This is an optimization exercise on Yosys and OpenROAD, whose aim is small area and a short achievable clock period, not a production implementation.
Where RTL was checked, it was by simulation tests only, not by an equivalence proof against the original.
The clock port is modelled as an ideal driver; clocking choices that lean on that would not hold on a real chip.
Power figures rest on the tool's default switching activity, not on a simulated workload.

Setup of job 104:
==> module alu, before the edit <==
module alu (clk, operand_a, operand_b, cin, en, result, lo_next, hi_next);
    input clk;
    input [7:0] operand_a, operand_b;
    input cin, en;
    output reg [7:0] result;
    output [3:0] lo_next;
    output [7:0] hi_next;
    wire [7:0] p = operand_a ^ operand_b;
    wire [7:0] g = operand_a & operand_b;
    wire G10 = g[1] | (p[1] & g[0]), P10 = p[1] & p[0];
    wire G32 = g[3] | (p[3] & g[2]), P32 = p[3] & p[2];
    wire G54 = g[5] | (p[5] & g[4]), P54 = p[5] & p[4];
    wire G64 = g[6] | (p[6] & G54),  P64 = p[6] & P54;
    wire G52 = G54 | (P54 & G32),    P52 = P54 & P32;
    wire G62 = G64 | (P64 & G32),    P62 = P64 & P32;
    wire [7:0] c;
    assign c[0] = cin;
    assign c[1] = g[0] | (p[0] & cin);
    assign c[2] = G10 | (P10 & cin);
    assign c[3] = g[2] | (p[2] & c[2]);
    assign c[4] = G32 | (P32 & c[2]);
    assign c[5] = g[4] | (p[4] & c[4]);
    assign c[6] = G52 | (P52 & c[2]);
    assign c[7] = G62 | (P62 & c[2]);
    wire [7:0] sum = p ^ c;
    always @(posedge clk)
        result <= en ? sum : 8'd0;
    wire [1:0] s_lo = sum[1:0];
    assign lo_next = en ? (4'b0001 << s_lo) : 4'b0001;
    wire [2:0] s0 = operand_a[4:2] + operand_b[4:2];
    wire [7:0] d0 = 8'b00000001 << s0;
    wire [7:0] d1 = {d0[6:0], d0[7]};
    assign hi_next = en ? (c[2] ? d1 : d0) : 8'b00000001;
endmodule
==> module reg_mem, before the edit <==
module reg_mem (lo_next, hi_next, data_in, wen, clk, data_out);
    input [3:0] lo_next;
    input [7:0] hi_next;
    input [7:0] data_in;
    input wen;
    input clk;
    output reg [7:0] data_out;
    reg [255:0] mem_bits;
    reg [3:0] rlo;
    reg [7:0] rhi;
    wire [7:0] rd [0:32];
    assign rd[0] = 8'd0;
    always @(posedge clk) begin
        rlo <= lo_next;
        rhi <= hi_next;
    end
    genvar k;
    generate
        for (k = 0; k < 32; k = k + 1) begin : word
            wire hit = rlo[k % 4] & rhi[k / 4];
            always @(posedge clk)
                if (wen & hit)
                    mem_bits[8*k +: 8] <= data_in;
            assign rd[k+1] = rd[k] | ({8{hit}} & mem_bits[8*k +: 8]);
        end
    endgenerate
    always @(posedge clk)
        data_out <= wen ? 8'd0 : rd[32];
endmodule
==> module simple_cpu, before the edit <==
module simple_cpu (clk, rst, instruction, regfile_a, regfile_b, regfile_c, regfile_d);
    input clk, rst;
    input [19:0] instruction;
    output [7:0] regfile_a, regfile_b, regfile_c, regfile_d;
    wire [7:0] operand1, operand_b, store_data, result, data_out;
    wire [3:0] lo_next;
    wire [7:0] hi_next;
    wire alu_cin, alu_en, w_r;
    alu alu1 (clk, operand1, operand_b, alu_cin, alu_en, result, lo_next, hi_next);
    reg_mem data_memory (lo_next, hi_next, store_data, w_r, clk, data_out);
    CU CU1 (clk, rst, instruction, result, data_out, operand1, operand_b, store_data,
            alu_cin, alu_en, w_r, regfile_a, regfile_b, regfile_c, regfile_d);
endmodule
clock: 4.0 ns
lec_check: 0
abc_area: 0
cap_margin: 20
core_margin: 2
core_utilization: 70
setup_slack_margin: 2.4
slew_margin: 20
tns_end_percent: 10
standard.sh (not shown) runs the stock make flow with config.mk's settings and CLKGATE_MAP_FILE= SYNTH_SCRIPT=/design/flow/synth_recipe.tcl, a recipe that flattens the netlist after the stock synthesis.
==> flow/flow/run.sh <==
#!/bin/bash
# The standard ORFS layout (standard.sh) with:
# - port buffers of buf_2 instead of the resizer's default delay cell;
# - CTS without dummy loads, built from clkbuf_8 in sink clusters of 16;
# - timing repair allowed to change a cell's footprint when sizing;
# - no full/half-adder cell extraction in synthesis (ABC maps the adder).
# Each tool's log stays under orfs/logs; make's own output goes to flow.log.
set -euo pipefail
export BUFFER_PORTS_ARGS="-buffer_cell sky130_fd_sc_hd__buf_2"
export CTS_ARGS="-sink_clustering_enable -repair_clock_nets -dont_use_dummy_load -buf_list sky130_fd_sc_hd__clkbuf_8 -sink_clustering_size 16 -sink_clustering_max_diameter 40"
bash standard.sh MATCH_CELL_FOOTPRINT=0 ADDER_MAP_FILE= finish > flow.log 2>&1
[inputs] job 103 vs job 104
--- a/flow/design.v
+++ b/flow/design.v
@@ -1,11 +1,13 @@
-module alu (clk, operand_a, operand_b, cin, en, result, lo_next, hi_next);
+module alu (clk, operand_a, operand_b, cin, en, rlo, rhi, result, lo_next, hi_next);
     input clk;
     input [7:0] operand_a, operand_b;
     input cin, en;
-    output reg [7:0] result;
+    input [3:0] rlo;
+    input [7:0] rhi;
+    output [7:0] result;
     output [3:0] lo_next;
     output [7:0] hi_next;
     wire [7:0] p = operand_a ^ operand_b;
     wire [7:0] g = operand_a & operand_b;
     wire G10 = g[1] | (p[1] & g[0]), P10 = p[1] & p[0];
     wire G32 = g[3] | (p[3] & g[2]), P32 = p[3] & p[2];
@@ -20,31 +22,38 @@
     assign c[3] = g[2] | (p[2] & c[2]);
     assign c[4] = G32 | (P32 & c[2]);
     assign c[5] = g[4] | (p[4] & c[4]);
     assign c[6] = G52 | (P52 & c[2]);
     assign c[7] = G62 | (P62 & c[2]);
     wire [7:0] sum = p ^ c;
+    reg [7:5] result_hi;
     always @(posedge clk)
-        result <= en ? sum : 8'd0;
+        result_hi <= en ? sum[7:5] : 3'd0;
+    assign result = {result_hi,
+                     rhi[4] | rhi[5] | rhi[6] | rhi[7],
+                     rhi[2] | rhi[3] | rhi[6] | rhi[7],
+                     rhi[1] | rhi[3] | rhi[5] | rhi[7],
+                     rlo[2] | rlo[3],
+                     rlo[1] | rlo[3]};
     wire [1:0] s_lo = sum[1:0];
     assign lo_next = en ? (4'b0001 << s_lo) : 4'b0001;
     wire [2:0] s0 = operand_a[4:2] + operand_b[4:2];
     wire [7:0] d0 = 8'b00000001 << s0;
     wire [7:0] d1 = {d0[6:0], d0[7]};
     assign hi_next = en ? (c[2] ? d1 : d0) : 8'b00000001;
 endmodule
-module reg_mem (lo_next, hi_next, data_in, wen, clk, data_out);
+module reg_mem (lo_next, hi_next, data_in, wen, clk, data_out, rlo, rhi);
     input [3:0] lo_next;
     input [7:0] hi_next;
     input [7:0] data_in;
     input wen;
     input clk;
     output reg [7:0] data_out;
     reg [255:0] mem_bits;
-    reg [3:0] rlo;
-    reg [7:0] rhi;
+    output reg [3:0] rlo;
+    output reg [7:0] rhi;
     wire [7:0] rd [0:32];
     assign rd[0] = 8'd0;
     always @(posedge clk) begin
         rlo <= lo_next;
         rhi <= hi_next;
     end
@@ -132,12 +141,14 @@
     input clk, rst;
     input [19:0] instruction;
     output [7:0] regfile_a, regfile_b, regfile_c, regfile_d;
     wire [7:0] operand1, operand_b, store_data, result, data_out;
     wire [3:0] lo_next;
     wire [7:0] hi_next;
+    wire [3:0] rlo;
+    wire [7:0] rhi;
     wire alu_cin, alu_en, w_r;
-    alu alu1 (clk, operand1, operand_b, alu_cin, alu_en, result, lo_next, hi_next);
-    reg_mem data_memory (lo_next, hi_next, store_data, w_r, clk, data_out);
+    alu alu1 (clk, operand1, operand_b, alu_cin, alu_en, rlo, rhi, result, lo_next, hi_next);
+    reg_mem data_memory (lo_next, hi_next, store_data, w_r, clk, data_out, rlo, rhi);
     CU CU1 (clk, rst, instruction, result, data_out, operand1, operand_b, store_data,
             alu_cin, alu_en, w_r, regfile_a, regfile_b, regfile_c, regfile_d);
 endmodule
### Flow results
- When job 103 is set beside job 104, its routed wire length turns out to be 1700 um smaller.
- Between job 104 and job 103, the flow reports design area decreasing slightly.
- Job 103 vs. job 104: last weighted congestion value of the routability-driven placer shrank by 6.5%, maximum achievable frequency shrank by about 2%, global-route track usage on met2 grew by 2.9 points.
- Of job 104 and job 103, the lower data arrival time of the worst path belongs to job 104.
- ~same count of distinct cell types in the synthesized netlist in job 104 and job 103
- When job 103 is measured against job 104, its period utilization turns out 0.91 points higher.
- Fraction of the core area covered by cells at the end of the flow delta for job 103 relative to job 104: 0.58 points lower
- Higher sequential share of layout area goes to job 103 over job 104.
For job 103, only the layout was checked, not whether the RTL still works.

The RTL this note starts from:
==> flow/design.v <==
module alu (clk, operand_a, operand_b, cin, en, result, lo_next, hi_next);
    input clk;
    input [7:0] operand_a, operand_b;
    input cin, en;
    output reg [7:0] result;
    output [3:0] lo_next;
    output [7:0] hi_next;
    wire [7:0] p = operand_a ^ operand_b;
    wire [7:0] g = operand_a & operand_b;
    wire G10 = g[1] | (p[1] & g[0]), P10 = p[1] & p[0];
    wire G32 = g[3] | (p[3] & g[2]), P32 = p[3] & p[2];
    wire G54 = g[5] | (p[5] & g[4]), P54 = p[5] & p[4];
    wire G64 = g[6] | (p[6] & G54),  P64 = p[6] & P54;
    wire G52 = G54 | (P54 & G32),    P52 = P54 & P32;
    wire G62 = G64 | (P64 & G32),    P62 = P64 & P32;
    wire [7:0] c;
    assign c[0] = cin;
    assign c[1] = g[0] | (p[0] & cin);
    assign c[2] = G10 | (P10 & cin);
    assign c[3] = g[2] | (p[2] & c[2]);
    assign c[4] = G32 | (P32 & c[2]);
    assign c[5] = g[4] | (p[4] & c[4]);
    assign c[6] = G52 | (P52 & c[2]);
    assign c[7] = G62 | (P62 & c[2]);
    wire [7:0] sum = p ^ c;
    always @(posedge clk)
        result <= en ? sum : 8'd0;
    wire [1:0] s_lo = sum[1:0];
    assign lo_next = en ? (4'b0001 << s_lo) : 4'b0001;
    wire [2:0] s0 = operand_a[4:2] + operand_b[4:2];
    wire [7:0] d0 = 8'b00000001 << s0;
    wire [7:0] d1 = {d0[6:0], d0[7]};
    assign hi_next = en ? (c[2] ? d1 : d0) : 8'b00000001;
endmodule
module reg_mem (lo_next, hi_next, data_in, wen, clk, data_out);
    input [3:0] lo_next;
    input [7:0] hi_next;
    input [7:0] data_in;
    input wen;
    input clk;
    output reg [7:0] data_out;
    reg [255:0] mem_bits;
    reg [3:0] rlo;
    reg [7:0] rhi;
    wire [7:0] rd [0:32];
    assign rd[0] = 8'd0;
    always @(posedge clk) begin
        rlo <= lo_next;
        rhi <= hi_next;
    end
    genvar k;
    generate
        for (k = 0; k < 32; k = k + 1) begin : word
            wire hit = rlo[k % 4] & rhi[k / 4];
            always @(posedge clk)
                if (wen & hit)
                    mem_bits[8*k +: 8] <= data_in;
            assign rd[k+1] = rd[k] | ({8{hit}} & mem_bits[8*k +: 8]);
        end
    endgenerate
    always @(posedge clk)
        data_out <= wen ? 8'd0 : rd[32];
endmodule
module CU (clk, rst, instr, result, data_out, operand1, operand_b, store_data,
           alu_cin, alu_en, w_r, regfile_a, regfile_b, regfile_c, regfile_d);
    input clk, rst;
    input [19:0] instr;
    input [7:0] result, data_out;
    output reg [7:0] operand1, operand_b, store_data;
    output reg alu_cin, alu_en, w_r;
    output reg [7:0] regfile_a, regfile_b, regfile_c, regfile_d;
    reg s_reset, s_decode, s_execute, s_mem, s_wb;
    reg sel1;
    reg [7:0] regfile [0:3];
    wire [1:0] t = instr[19:18];
    wire is_std = ~t[1] & t[0];
    wire is_load = t[1] & ~t[0];
    wire is_store = t[1] & t[0];
    wire ld_any = ~s_reset;
    wire ld_std = ~s_reset & ~s_mem;
    wire load = t[1] ? ld_any : (t[0] & ld_std);
    wire [7:0] x1 = regfile[instr[17:16]];
    wire [7:0] x2 = regfile[instr[15:14]];
    wire [7:0] x3 = regfile[instr[13:12]];
    wire s_reset_nx = rst | (s_reset & (t == 2'b00));
    wire sel1_nx = s_reset ? 1'b0 : (load ? is_std : sel1);
    wire [7:0] result2 = sel1 ? result : data_out;
    wire wb = s_wb & (is_std | is_load);
    always @(posedge clk) begin
        if (load) begin
            operand1 <= is_store ? x1 : x2;
            operand_b <= (is_std ? x3 : instr[11:4]) ^ {8{instr[0]}};
            store_data <= x2;
            alu_cin <= instr[0];
        end
        sel1 <= sel1_nx;
        if (s_reset)
            alu_en <= 1'b0;
        else if (load)
            alu_en <= (instr[3:1] == 3'b000);
        if (rst | s_reset)
            w_r <= 1'b0;
        else if (load)
            w_r <= is_store;
        if (s_reset) begin
            regfile[0] <= 8'd0;
            regfile[1] <= 8'd1;
            regfile[2] <= 8'd2;
            regfile[3] <= 8'd3;
        end else if (wb)
            regfile[instr[17:16]] <= result2;
        if (rst) begin
            regfile_a <= 8'd0;
            regfile_b <= 8'd0;
            regfile_c <= 8'd0;
            regfile_d <= 8'd0;
        end else if (s_execute) begin
            regfile_a <= regfile[0];
            regfile_b <= regfile[1];
            regfile_c <= regfile[2];
            regfile_d <= regfile[3];
        end
        s_reset <= s_reset_nx;
        s_decode <= ~rst & ((s_reset & (t != 2'b00)) | (s_mem & is_store) | s_wb);
        s_execute <= ~rst & s_decode;
        s_mem <= ~rst & s_execute & ~is_std;
        s_wb <= ~rst & ((s_execute & is_std) | (s_mem & ~is_store));
    end
endmodule
`timescale 1ns / 1ps
module simple_cpu (clk, rst, instruction, regfile_a, regfile_b, regfile_c, regfile_d);
    input clk, rst;
    input [19:0] instruction;
    output [7:0] regfile_a, regfile_b, regfile_c, regfile_d;
    wire [7:0] operand1, operand_b, store_data, result, data_out;
    wire [3:0] lo_next;
    wire [7:0] hi_next;
    wire alu_cin, alu_en, w_r;
    alu alu1 (clk, operand1, operand_b, alu_cin, alu_en, result, lo_next, hi_next);
    reg_mem data_memory (lo_next, hi_next, store_data, w_r, clk, data_out);
    CU CU1 (clk, rst, instruction, result, data_out, operand1, operand_b, store_data,
            alu_cin, alu_en, w_r, regfile_a, regfile_b, regfile_c, regfile_d);
endmodule
clock: 4.0 ns
lec_check: 0
abc_area: 0
cap_margin: 20
core_margin: 2
core_utilization: 70
setup_slack_margin: 2.4
slew_margin: 20
tns_end_percent: 10
==> flow/flow/run.sh <==
#!/bin/bash
# The standard ORFS layout (standard.sh) with:
# - port buffers of buf_2 instead of the resizer's default delay cell;
# - CTS without dummy loads, built from clkbuf_8 in sink clusters of 16;
# - timing repair allowed to change a cell's footprint when sizing;
# - no full/half-adder cell extraction in synthesis (ABC maps the adder);
# - after CTS and after global routing, greedy gate sizing on the worst path
#   (post_cts.tcl, post_grt.tcl, gsize.tcl).
# Each tool's log stays under orfs/logs; make's own output goes to flow.log.
set -euo pipefail
export BUFFER_PORTS_ARGS="-buffer_cell sky130_fd_sc_hd__buf_2"
export CTS_ARGS="-sink_clustering_enable -repair_clock_nets -dont_use_dummy_load -buf_list sky130_fd_sc_hd__clkbuf_8 -sink_clustering_size 16 -sink_clustering_max_diameter 40"
export POST_CTS_TCL="$PWD/flow/post_cts.tcl"
export POST_GLOBAL_ROUTE_TCL="$PWD/flow/post_grt.tcl"
bash standard.sh MATCH_CELL_FOOTPRINT=0 ADDER_MAP_FILE= finish > flow.log 2>&1
Other scripts of this flow, unchanged in this note and not shown: flow/flow/gsize.tcl, flow/flow/post_cts.tcl, flow/flow/post_grt.tcl
==> next run, changes <==
--- a/flow/design.v
+++ b/flow/design.v
@@ -33,13 +33,13 @@
     assign hi_next = en ? (c[2] ? d1 : d0) : 8'b00000001;
 endmodule
-module reg_mem (lo_next, hi_next, data_in, wen, clk, data_out);
+module reg_mem (lo_next, hi_next, data_in, wen, wen_next, clk, data_out);
     input [3:0] lo_next;
     input [7:0] hi_next;
     input [7:0] data_in;
-    input wen;
+    input wen, wen_next;
     input clk;
     output reg [7:0] data_out;
     reg [255:0] mem_bits;
-    reg [3:0] rlo;
+    reg [3:0] rlo, rlo_rd;
     reg [7:0] rhi;
     wire [7:0] rd [0:32];
@@ -47,4 +47,5 @@
     always @(posedge clk) begin
         rlo <= lo_next;
+        rlo_rd <= wen_next ? 4'd0 : lo_next;
         rhi <= hi_next;
     end
@@ -56,12 +57,12 @@
                 if (wen & hit)
                     mem_bits[8*k +: 8] <= data_in;
-            assign rd[k+1] = rd[k] | ({8{hit}} & mem_bits[8*k +: 8]);
+            assign rd[k+1] = rd[k] | ({8{rlo_rd[k % 4] & rhi[k / 4]}} & mem_bits[8*k +: 8]);
         end
     endgenerate
     always @(posedge clk)
-        data_out <= wen ? 8'd0 : rd[32];
+        data_out <= rd[32];
 endmodule
 module CU (clk, rst, instr, result, data_out, operand1, operand_b, store_data,
-           alu_cin, alu_en, w_r, regfile_a, regfile_b, regfile_c, regfile_d);
+           alu_cin, alu_en, w_r, w_r_next, regfile_a, regfile_b, regfile_c, regfile_d);
     input clk, rst;
     input [19:0] instr;
@@ -69,4 +70,5 @@
     output reg [7:0] operand1, operand_b, store_data;
     output reg alu_cin, alu_en, w_r;
+    output w_r_next;
     output reg [7:0] regfile_a, regfile_b, regfile_c, regfile_d;
     reg s_reset, s_decode, s_execute, s_mem, s_wb;
@@ -85,4 +87,5 @@
     wire s_reset_nx = rst | (s_reset & (t == 2'b00));
     wire sel1_nx = s_reset ? 1'b0 : (load ? is_std : sel1);
+    assign w_r_next = (rst | s_reset) ? 1'b0 : (load ? is_store : w_r);
     wire [7:0] result2 = sel1 ? result : data_out;
     wire wb = s_wb & (is_std | is_load);
@@ -99,8 +102,5 @@
         else if (load)
             alu_en <= (instr[3:1] == 3'b000);
-        if (rst | s_reset)
-            w_r <= 1'b0;
-        else if (load)
-            w_r <= is_store;
+        w_r <= w_r_next;
         if (s_reset) begin
             regfile[0] <= 8'd0;
@@ -136,8 +136,8 @@
     wire [3:0] lo_next;
     wire [7:0] hi_next;
-    wire alu_cin, alu_en, w_r;
+    wire alu_cin, alu_en, w_r, w_r_next;
     alu alu1 (clk, operand1, operand_b, alu_cin, alu_en, result, lo_next, hi_next);
-    reg_mem data_memory (lo_next, hi_next, store_data, w_r, clk, data_out);
+    reg_mem data_memory (lo_next, hi_next, store_data, w_r, w_r_next, clk, data_out);
     CU CU1 (clk, rst, instruction, result, data_out, operand1, operand_b, store_data,
-            alu_cin, alu_en, w_r, regfile_a, regfile_b, regfile_c, regfile_d);
+            alu_cin, alu_en, w_r, w_r_next, regfile_a, regfile_b, regfile_c, regfile_d);
 endmodule
Design area is higher slightly.
Total power hardly moves.
Utilization went up by 1.2 points.
Sequential power climbs slightly.
Clock power stays flat.
Area after synthesis went up slightly.
Clock-buffer cell count falls by 2.
Final cell count rises slightly.
Setup slack got worse by 120 ps.
Critical path depth came out higher by 4.
Non-clock buffer count rises by 3.
Die area went up slightly.
Fmax went down by a few percent.
Function not checked in the second run of this note: the RTL went through the layout flow alone.

## port drivers added, routing unchanged
The flow's constraints put no driver on any port. The routed layouts listed below were extracted and timed again, unchanged, in two steps.
Step 1: set_driving_cell puts a clkbuf_16 on clk and a buf_2 on each other input, an assumption about the parent block.
Step 2 moves the port delays by t, midway between the first and last clock arrival at a register: inputs arrive t later, outputs are due t later. That takes back most of the time a late clock gives input paths.
a / b / c = ideal ports / drivers / drivers and shift; a / b = the first two.
run | t (ns) | slack for setup (ns) | worst setup path after step 2 | latest minus earliest clock arrival (ns)
job 104 | 0.603 | 2.141 / 2.117 / 1.656 | input to register | 0.050 / 0.050
job 103 | 0.583 | 2.105 / 2.105 / 1.651 | input to register | 0.089 / 0.089
the first run of note 2 | 0.599 | 2.170 / 2.124 / 1.658 | input to register | 0.048 / 0.048
the second run of note 2 | 0.597 | 2.045 / 2.045 / 1.640 | input to register | 0.059 / 0.059
After both steps every run listed still meets setup and hold. The setup slack of the first run of note 2, which loses most, moves by -0.046 ns with the drivers and by -0.512 ns with both steps.
